This design comes from an exercise in tuning for small area on the open sky130 flow, not from production work. The RTL was checked by simulation tests, not by an equivalence proof against the original design. Power and IR drop assume default switching activity.

==> design.v <==
module parallelcnt (
    input wire iA,
    input wire iB,
    output wire [1:0] PCout
);
    assign PCout = iA + iB;
endmodule
module uNSADD #(
    parameter BINPUT = 2
    ) (
    input wire iClk, 
    input wire iRstN,
    input wire iA, 
    input wire iB, 
    output wire oC
);
    wire [BINPUT-1:0] PCout;
    wire [BINPUT:0] PCout_s;
    reg [9:0] acc_pc;  
    reg [8:0] acc_off;
    reg [8:0] acc_out;
    reg [10:0] subOut;  
    wire [1:0] minOut;
    parallelcnt u_parallelcnt (
        .iA(iA),
        .iB(iB),
        .PCout(PCout)
    );
    assign PCout_s[2:0] = {PCout[1:0], 1'b0};  
    always@(posedge iClk or negedge iRstN) begin
        if(~iRstN) begin
            acc_pc <= 0;
        end else if(acc_off == 9'b011111111) begin
            acc_pc <= 0;
        end else begin 
            acc_pc <= acc_pc + PCout_s;
        end
    end
    always@(posedge iClk or negedge iRstN) begin
        if(~iRstN) begin
            acc_off <= 0;
        end else if(acc_off == 9'b011111111) begin
            acc_off <= 0;
        end else begin
            acc_off <= acc_off + 1;  
        end
    end
    always@(posedge iClk or negedge iRstN) begin
        if(~iRstN) begin
            subOut <= 0;
        end else if(acc_off == 9'b011111111)begin 
            subOut <= 0;
        end else begin 
            subOut <= acc_pc - acc_off;
        end
    end
    assign minOut = {(subOut > acc_out) & ~(subOut[10] == 1), 1'b0};
    always@(posedge iClk or negedge iRstN) begin
        if(~iRstN) begin
            acc_out <= 0;
        end else if(acc_off == 9'b011111111) begin
            acc_out <= 0;
        end else begin
            acc_out <= acc_out + minOut;
        end
    end
    assign oC = minOut[1];
endmodule
module cntwithen #(
    parameter BITWIDTH = 4  
) (
    input wire iClk,  
    input wire iRstN,  
    input wire iEn, 
    input wire iClr, 
    output reg [BITWIDTH - 1:0] oCnt
);
    always@(posedge iClk or negedge iRstN) begin
        if(~iRstN) begin
            oCnt <= 0;
        end else begin
            if(iClr) begin
                oCnt <= 0;
            end else begin
                oCnt <= oCnt + iEn;
            end
        end
    end
endmodule
module lsz # (
    parameter BITWIDTH = 4,
    parameter LOGBITWIDTH = $clog2(BITWIDTH)  
) (
    input wire [BITWIDTH - 1: 0] iGrey,  
    output wire [BITWIDTH - 1: 0] oOneHot,  
    output reg [LOGBITWIDTH - 1: 0] lszIdx  
);
    wire [BITWIDTH - 1: 0] tc;  
    genvar i;
    assign tc[0] = ~iGrey[0]; 
    generate 
        for (i = 1; i < BITWIDTH; i = i + 1) begin : g_tc
            assign tc[i] = tc[i - 1] | ~iGrey[i];
        end
    endgenerate
    genvar j;
    assign oOneHot[0] = tc[0];
    generate 
        for(j = 1; j < BITWIDTH; j = j + 1) begin : g_oOneHot
            assign oOneHot[j] = tc[j - 1] ^ tc[j];
        end
    endgenerate
    always@(*) begin
        case(oOneHot)
            'd1 : lszIdx = 'd0;
            'd2 : lszIdx = 'd1;
            'd4 : lszIdx = 'd2;
            'd8 : lszIdx = 'd3;
            'd16 : lszIdx = 'd4;
            'd32 : lszIdx = 'd5;
            'd64 : lszIdx = 'd6;
            'd128 : lszIdx = 'd7;
            'd256 : lszIdx = 'd8;
            'd512 : lszIdx = 'd9;
            default : lszIdx = 'd0;
        endcase
    end
endmodule
module sobolrng_core #(
    parameter BITWIDTH = 8
) (
    input wire iClk,  
    input wire iRstN,  
    input wire iEn,
    input wire iClr,
    input wire [BITWIDTH - 1: 0] iOneHot,  
    input wire [BITWIDTH*BITWIDTH - 1: 0] dirVec,
    output reg [BITWIDTH - 1: 0] oRand  
);
    wire [BITWIDTH * BITWIDTH - 1: 0] orVec;
    wire [BITWIDTH - 1: 0] vec;
    assign orVec[BITWIDTH - 1: 0] = iOneHot[0] ? dirVec[BITWIDTH - 1: 0] : 0;
    genvar i;
    generate 
        for(i = 1; i < BITWIDTH; i = i + 1) begin : g_orVec
            assign orVec[(i+1)*BITWIDTH-1:i*BITWIDTH] = orVec[i*BITWIDTH-1:(i-1)*BITWIDTH] | (iOneHot[i] ? dirVec[(i+1)*BITWIDTH-1 : i*BITWIDTH] : 0);
        end
    endgenerate
    assign vec = orVec[BITWIDTH*BITWIDTH - 1: (BITWIDTH-1)*BITWIDTH];
    always@(posedge iClk or negedge iRstN) begin
        if(~iRstN) begin
            oRand <= 0;
        end else begin
            if(iClr) begin
                oRand <= 0;
            end else begin
                if(iEn) begin
                    oRand <= oRand ^ vec;
                end else begin 
                    oRand <= oRand;
                end 
            end 
        end
    end
endmodule
module sobolrng #(
    parameter BITWIDTH = 8
) (
    input wire iClk,  
    input wire iRstN,  
    input wire iEn, 
    input wire iClr, 
    output wire [BITWIDTH - 1: 0] sobolseq
);
    wire [BITWIDTH - 1: 0] cntNum;
    wire [BITWIDTH - 1: 0] oneHot;
    wire [BITWIDTH*BITWIDTH - 1: 0] dirVec;
    cntwithen #(
        .BITWIDTH(BITWIDTH)
    ) u_cntwithen (
        .iClk(iClk),
        .iRstN(iRstN),
        .iEn(iEn),
        .iClr(iClr),
        .oCnt(cntNum)
    );
    lsz #(
        .BITWIDTH(BITWIDTH)
    ) u_lsz (
        .iGrey(cntNum),
        .oOneHot(oneHot),
        .lszIdx()
    );
        assign dirVec[1*BITWIDTH-1 : 0*BITWIDTH] = 'd128;
        assign dirVec[2*BITWIDTH-1 : 1*BITWIDTH] = 'd64;
        assign dirVec[3*BITWIDTH-1 : 2*BITWIDTH] = 'd32;
        assign dirVec[4*BITWIDTH-1 : 3*BITWIDTH] = 'd16;
        assign dirVec[5*BITWIDTH-1 : 4*BITWIDTH] = 'd8;
        assign dirVec[6*BITWIDTH-1 : 5*BITWIDTH] = 'd4;
        assign dirVec[7*BITWIDTH-1 : 6*BITWIDTH] = 'd2;
        assign dirVec[8*BITWIDTH-1 : 7*BITWIDTH] = 'd1;
    sobolrng_core #(
        .BITWIDTH(BITWIDTH)
    ) u_sobolrng_core (
        .iClk(iClk),
        .iRstN(iRstN),
        .iEn(iEn),
        .iClr(iClr),
        .iOneHot(oneHot),
        .dirVec(dirVec),
        .oRand(sobolseq)
    );
endmodule
module uMUL_bi #(
    parameter BITWIDTH = 8
) (
    input wire iClk,
    input wire iRstN,
    input wire iEn,
    input wire iA,
    input wire [BITWIDTH - 1: 0] iB,
    input wire loadB,
    input wire iClr,
    output reg oB,
    output reg oMult
);
    reg [BITWIDTH-1:0] iB_buff;  
    wire [BITWIDTH-1:0] sobolseqIn;
    wire [BITWIDTH-1:0] sobolseq;
    wire [BITWIDTH-1:0] sobolseqRan;
    wire andTop;
    wire andBot;
    wire iA_inv = ~iA;
    always@(posedge iClk or negedge iRstN) begin
        if(~iRstN) begin
            iB_buff <= 0;
        end else begin
            if(iEn) begin
                if(loadB) begin
                    iB_buff <= iB;
                end else begin
                    iB_buff <= iB_buff;
                end
            end else begin
                iB_buff <= iB_buff;
            end
        end
    end
    sobolrng #(
        .BITWIDTH(BITWIDTH)
    ) u_sobolrngTop (
        .iClk(iClk),
        .iRstN(iRstN),
        .iEn(iA_inv), 
        .iClr(iClr),
        .sobolseq(sobolseqIn)
    );
    sobolrng #(
        .BITWIDTH(BITWIDTH)
    ) u_sobolrngBot (
        .iClk(iClk),
        .iRstN(iRstN),
        .iEn(iA), 
        .iClr(iClr),
        .sobolseq(sobolseq)
    );
    sobolrng #(
        .BITWIDTH(BITWIDTH)
    ) u_sobolRandom (
        .iClk(iClk),
        .iRstN(iRstN),
        .iEn(iEn),
        .iClr(iClr),
        .sobolseq(sobolseqRan)
    );
    assign andTop = iA_inv & ~(iB_buff > sobolseqIn);
    assign andBot = iA & (iB_buff > sobolseq);
    always@(*) begin
        oMult <= andTop | andBot;
        oB <= (iB_buff > sobolseqRan); 
    end
endmodule
module uButterfly #(
    parameter BITWIDTH = 8,
    parameter BINPUT = 2
) (
    input wire iClk, iRstN, iEn, loadW, iClr,
    input wire iReal0, iImg0, iReal1, iImg1,
    input wire [BITWIDTH-1:0] iwReal, iwImg,   
    output wire oBReal, oBImg,
    output wire oReal0, oImg0, oReal1, oImg1
);
    wire eq_Real1_x_wReal;
    wire eq_Real1_x_wImg;
    wire eq_Img1_x_wReal;
    wire eq_Img1_x_wImg;
    wire scalerReal0;
    wire scalerImg0;
    wire real_eq;
    wire img_eq;
    uMUL_bi #(
        .BITWIDTH(BITWIDTH)
    )u_uMUL_bi_Real1_x_wReal (
        .iClk(iClk),
        .iRstN(iRstN),
        .iEn(iEn),
        .iA(iReal1),
        .iB(iwReal),
        .loadB(loadW),
        .iClr(iClr),
        .oB(oBReal),
        .oMult(eq_Real1_x_wReal)
    );
    uMUL_bi #(
        .BITWIDTH(BITWIDTH)
    ) u_uMUL_bi_Real1_x_wImg (
        .iClk(iClk),
        .iRstN(iRstN),
        .iEn(iEn),
        .iA(iReal1),
        .iB(iwImg),
        .loadB(loadW),
        .iClr(iClr),
        .oB(oBImg),
        .oMult(eq_Real1_x_wImg)
    );
    uMUL_bi #(
        .BITWIDTH(BITWIDTH)
    ) u_uMUL_bi_Img1_x_wReal (
        .iClk(iClk),
        .iRstN(iRstN),
        .iEn(iEn),
        .iA(iImg1),
        .iB(iwReal),
        .loadB(loadW),
        .iClr(iClr),
        .oMult(eq_Img1_x_wReal)
    );
    uMUL_bi #(
        .BITWIDTH(BITWIDTH)
    ) u_uMUL_bi_Img1_x_wImg (
        .iClk(iClk),
        .iRstN(iRstN),
        .iEn(iEn),
        .iA(iImg1),
        .iB(iwImg),
        .loadB(loadW),
        .iClr(iClr),
        .oMult(eq_Img1_x_wImg)
    );
    uNSADD #(
        .BINPUT(BINPUT)
    ) u_uSSUB_realeq (
        .iClk(iClk),
        .iRstN(iRstN),
        .iA(eq_Real1_x_wReal),
        .iB(~eq_Img1_x_wImg),
        .oC(real_eq)
    );
    uNSADD #(
        .BINPUT(BINPUT)
    ) u_uSADD_imgeq (
        .iClk(iClk),
        .iRstN(iRstN),
        .iA(eq_Real1_x_wImg),
        .iB(eq_Img1_x_wReal),
        .oC(img_eq) 
    );
    uNSADD #(
        .BINPUT(BINPUT)
    ) u_uNSADD_oReal0 (
        .iClk(iClk),
        .iRstN(iRstN),
        .iA(iReal0),
        .iB(real_eq),
        .oC(oReal0) 
    );
    uNSADD #(
        .BINPUT(BINPUT)
    ) u_uNSADD_oImg0 (
        .iClk(iClk),
        .iRstN(iRstN),
        .iA(iImg0),
        .iB(img_eq),
        .oC(oImg0) 
    );
    uNSADD #(
        .BINPUT(BINPUT)
    ) u_uNSSUB_oReal1 (
        .iClk(iClk),
        .iRstN(iRstN),
        .iA(iReal0),
        .iB(~real_eq),
        .oC(oReal1) 
    );
    uNSADD #(
        .BINPUT(BINPUT)
    ) u_uNSSUB_oImg1 (
        .iClk(iClk),
        .iRstN(iRstN),
        .iA(iImg0),
        .iB(~img_eq),
        .oC(oImg1) 
    );
endmodule
module scaler_SFFT #(
    parameter BITWIDTH = 8,
    parameter BINPUT = 2,
    parameter NUMINPUTS = 8,
    parameter LOG2N = $clog2(NUMINPUTS)
) (
    input wire iClk, iRstN, iEn, loadW, iClr,
    input wire [NUMINPUTS-1:0] iReal, iImg,
    output wire [NUMINPUTS*LOG2N-1:0] oB,  
    output wire [NUMINPUTS-1:0] oReal, oImg
);
    wire [(NUMINPUTS*LOG2N)-1:0] midReal, midImg;  
    reg [BITWIDTH-1:0] twiddle_mem [0:(NUMINPUTS*LOG2N)-1]; 
    initial begin 
        $readmemb("twiddle_factors.mem", twiddle_mem);
    end
    genvar b,i,j,stage;
    generate
        for(stage=0; stage<LOG2N; stage=stage+1) begin : g_stages
            for(b=2**(stage+1); b != -1; b = -1) begin : g_groupinputs
                for(i=0; i<NUMINPUTS; i=i+b) begin : g_totalinputs
                        for(j=0; j<(b/2); j=j+1) begin : g_step
                            if(stage == 0) begin
                                uButterfly #(
                                    .BITWIDTH(BITWIDTH), .BINPUT(BINPUT)
                                ) u_uButterfly_stage1 (
                                    .iClk(iClk), .iRstN(iRstN), .iEn(iEn), .loadW(loadW), .iClr(iClr),    
                                    .iReal0(iReal[i+j]), .iImg0(iImg[i+j]), .iReal1(iReal[i+j+b/2]), .iImg1(iImg[i+j+b/2]),
                                    .iwReal(twiddle_mem[i+j]), .iwImg(twiddle_mem[i+j+b/2]), .oBReal(oB[i+j]), .oBImg(oB[i+j+b/2]),
                                    .oReal0(midReal[(stage*NUMINPUTS)+i+j]), .oImg0(midImg[(stage*NUMINPUTS)+i+j]), .oReal1(midReal[(stage*NUMINPUTS)+i+j+b/2]), .oImg1(midImg[(stage*NUMINPUTS)+i+j+b/2]) 
                                );  
                            end else begin
                                uButterfly #(
                                    .BITWIDTH(BITWIDTH), .BINPUT(BINPUT)
                                ) u_uButterfly_stages (
                                    .iClk(iClk), .iRstN(iRstN), .iEn(iEn), .loadW(loadW), .iClr(iClr),    
                                    .iReal0(midReal[(stage*NUMINPUTS-NUMINPUTS)+i+j]), .iImg0(midImg[(stage*NUMINPUTS-NUMINPUTS)+i+j]), .iReal1(midReal[(stage*NUMINPUTS-NUMINPUTS)+i+j+b/2]), .iImg1(midImg[(stage*NUMINPUTS-NUMINPUTS)+i+j+b/2]),
                                    .iwReal(twiddle_mem[(stage*NUMINPUTS)+i+j]), .iwImg(twiddle_mem[(stage*NUMINPUTS)+i+j+b/2]), .oBReal(oB[(stage*NUMINPUTS)+i+j]), .oBImg(oB[(stage*NUMINPUTS)+i+j+b/2]),
                                    .oReal0(midReal[(stage*NUMINPUTS)+i+j]), .oImg0(midImg[(stage*NUMINPUTS)+i+j]), .oReal1(midReal[(stage*NUMINPUTS)+i+j+b/2]), .oImg1(midImg[(stage*NUMINPUTS)+i+j+b/2]) 
                                );  
                        end
                    end
                end 
                end       
            end
    endgenerate
    assign oReal = midReal[(NUMINPUTS*LOG2N)-1:(NUMINPUTS*LOG2N)-NUMINPUTS];
    assign oImg = midImg[(NUMINPUTS*LOG2N)-1:(NUMINPUTS*LOG2N)-NUMINPUTS];
endmodule
==> twiddle_factors.mem <==
11111111 10000000
11111111 10000000
11111111 10000000
11111111 10000000
11111111 10000000
10000000 00000000
11111111 10000000
10000000 00000000
11111111 11011010
10000000 00100101
10000000 00100101
00000000 00100101
==> run.sh <==
#!/bin/bash
# synth_recipe.tcl (not shown) runs the flow's synth.tcl, then flattens the netlist and writes it again
# the make line also repeats each setting of config.mk as NAME=value (left out here)
make -C /OpenROAD-flow-scripts/flow DESIGN_CONFIG=/design/flow/config.mk WORK_HOME=/design/flow/orfs CLKGATE_MAP_FILE= SYNTH_SCRIPT=/design/flow/synth_recipe.tcl finish
==> config.mk <==
export PLATFORM = sky130hd
export DESIGN_NAME = scaler_SFFT
export DESIGN_NICKNAME = scaler_SFFT
export VERILOG_FILES = /design/flow/design.v
export SDC_FILE = /design/flow/constraint.sdc
export NUM_CORES = 4
export LEC_CHECK = 0
export CAP_MARGIN = 20
export CORE_MARGIN = 2
export CORE_UTILIZATION = 35
export SLEW_MARGIN = 20
==> constraint.sdc <==
create_clock -name core_clock -period 7.0 [get_ports {iClk}]
set_input_delay 1.4000 -clock core_clock [delete_from_list [all_inputs] [get_ports {iClk}]]
set_output_delay 1.4000 -clock core_clock [all_outputs]
set_load 0.01 [all_outputs]
==> run notes <==
- MaxCap Viol Count: 0
- WL final: 452000 um
- Cts hold-fix bufs: 0
- Top Metal Used: met5
- Layout cells sized above 1: 5.42%
- WHS: 0.283 ns
- Crit path launch type: flop
- Initial antenna violation count: 12
- Top-count cell post-synth: dfrtp_1
- First-pass GRT wire length: 794000 um
- Critical path capture point type: primary output
- Worst-case clock buffer depth: 4
- PwrDens: 364 nW/um^2
- F_max: 175 MHz
- Chip height: 828 um
- Gpl congestion: 0.794
- Flops & latches, synth: 4345
- Worst Tran Pin Value: 1.06 ns
- Total track usage: 13.2%
- Synth area leader: dfrtp_1
- H-Tree Depth: 5
- VDD IR max: 0.000270 V
- DRT iter0 DRCs: 7590
- Final Util: 39.3%
- Antenna viol nets, final: 0
- Met2 WL post-DR: 213000 um
- Met1 WL: 216000 um
- CTS Sinks: 4345
- Top FF cell, synth: dfrtp_1
- DR WL met3: 12300 um
- Multi-input gate area: 119000 um^2
- Clock root cell: clkbuf_16
- Input/output buffers: 57
- DP HPWL: 314000 um
- Syn Area/Cell: 9.88 um^2
- Endpoints failing setup: 0
- Cells after Synth: 24.0k
- Yosys cell types: 80
- Fin crit share: 81.6%
- Placeable Area: 676000 um^2
- Vias in the first global route: 166k
- IO Count: 61
- Final setup skew: 0.101 ns
- Final Hold Fails: 0
- Worst EP required: 5.60 ns
- Largest fanout on the critical path: 25
- Synth area leaders: dfrtp_1, ha_1, xnor2_1
- Drt wl/cell: 13.5 um
- Worst rel slew slack: 28.9%
- CTS resizes: 0
- DR vias/cell: 4.87
- Register area: 109000 um^2
- Worst Setup Path Type: reg -> out
- Top cells by count, synth: dfrtp_1, nor2_1, ha_1, inv_1, xnor2_1
- R2R depth: 17
- Filler cells: 66.1k
- Register area share after synthesis: 45.8%
- Synth top area share: 45.8%
- Largest net degree at the start of global routing: 178
- Setup TNS Final: 0 ns
- Initial Util: 35.1%
- Leakage: 118 nW
- RSZ-0062 raised after global routing: no
- Die Wd: 828 um
- Worst hold-check path type: in -> async
- Clock latency at the later pin of the worst-skew pair: 1.05 ns
- Die area: 685000 um^2
- Reg clk slew, reported paths: 0.06 ns
- Final net count: 26.5k
- Max-slew violation count: 0
- Yosys Warn Count: 6
- Rows: 302
- EDFF count, synth: 0
- Pre-antenna DRT Iters: 7
- Status: finished clean
- Area added between synthesis and finish: 11.9%
- Crit path DAT: 4.31 ns
- Synthesized area: 237000 um^2
- Vias post-DR: 163k
- Num CTS Buffers: 482
- Global route total overflow: 0
- Tmin final: 5.71 ns
- Post-synth ARST share: 100%
- Drc violations: 0
- CTS tree: yes
- # Post-CTS Setup Buffers: 0
[critical path, stage by stage, from the launching register on]
cell,delay [ns]
dfrtp_4,0.67
inv_6,0.54
buf_4,0.47
ha_1,0.30
and4b_1,0.19
a2111oi_0,0.41
clkdlybuf4s50_1,0.61
[final cells by class]
| class | instances | share of cell area (%) |
|---|---|---|
| diodes | 8 | 0.00753 |
| clock buffers | 703 | 5.31 |
| clock inverters | 193 | 1.02 |
| inverters | 1897 | 2.68 |
| multi-input cells | 17200 | 44.9 |
| flip-flops and latches | 4345 | 40.9 |
| well taps | 8968 | 4.22 |
| repair buffers | 261 | 0.983 |
[stage by stage]
| stage | worst slack (ns) | instance area, um^2 | power, mW | cells |
|---|---|---|---|---|
| after detailed placement | 2.13 | 249000 | 70.9 | 32600 |
| after global placement | 2.13 | 249000 | 69.5 | 32600 |
| after CTS | 1.05 | 266000 | 98.3 | 33500 |
| after floorplan | 0.188 | 238000 | 62.1 | 24000 |
| final | 1.29 | 266000 | 96.6 | 33500 |
| after global routing | 0.971 | 266000 | 105 | 33500 |
[per-layer routing]
metal,vias up,track usage [%]
met2,1163,22.8
li1,82200,-
met3,660,1.58
met1,79100,17.7
met4,2,3.09
met5,-,0
[cell usage in the layout (no fill, tap or decap), types with 319 or more instances in the layout]
cell type	synthesis	routed
nand3_1	1101	1101
a21oi_1	1003	1003
xor2_1	713	713
nor2b_1	997	997
dfrtp_1	4345	4344
nor2_1	3211	3211
or3_1	561	561
clkbuf_16	0	484
nand2_1	839	839
a21o_1	319	319
nand4_1	322	322
inv_1	1892	1891
o21ai_0	1011	1011
ha_1	2194	2194
nor3_1	385	385
xnor2_1	1770	1770
[final timing paths]
| path | from | end | slack, ns |
|---|---|---|---|
| worst max-delay path | flop | oB[23] | 1.29 |
| max in group asynchronous | iRstN | asynchronous set/reset pin | 4.77 |
| worst min-delay path | iRstN | asynchronous set/reset pin | 0.28 |
| worst max register to register | flop | flop | 2.16 |
| worst min register to register | flop | flop | 0.49 |
| min in group core_clock | flop | flop | 0.49 |
[logic make-up after synthesis]
family | Yosys count | share of synthesized area, %
buffers and inverters | 2531 | 4.08
other | 1 | 0.00158
and+or+nand+nor | 8694 | 18.3
DFF | 4345 | 45.8
AOI/OAI and AO/OA | 3477 | 9.19
xor gates and xnor gates | 2483 | 9.16
adders and majority gates | 2338 | 12.8
muxes | 159 | 0.754
[where the power goes]
part           total, mW  switching [mW]  internal (mW)
clock network       26.5            10.7           15.8
logic               34.3            17.8           16.5
registers           35.8            4.74           31.1
total               96.6            33.2           63.4

afterwards: timing with drivers on the ports:
How much do the figures lean on ideal ports? The routed layout below was timed once more, with nothing changed but the port constraints.
Step 1 sets driving cells, clkbuf_16 on the clock port and buf_2 on the other inputs (assumed; they add their load-dependent delay and slew).
Step 2 moves the port delays by t, midway between the first and last clock arrival at a register: inputs arrive t later, outputs are due t later. That takes back most of the time a late clock gives input paths.
Three values: ideal ports, drivers, drivers and shift; two values: the first two.
shift t [ns]: 1.124
setup slack, ns: 1.291 / 1.170 / 2.160
worst data-port slew with drivers (ns): 0.21
After both steps this run still meets setup and hold. For this run, drivers alone change the setup slack by -0.121 ns; drivers and shift together by +0.869 ns.
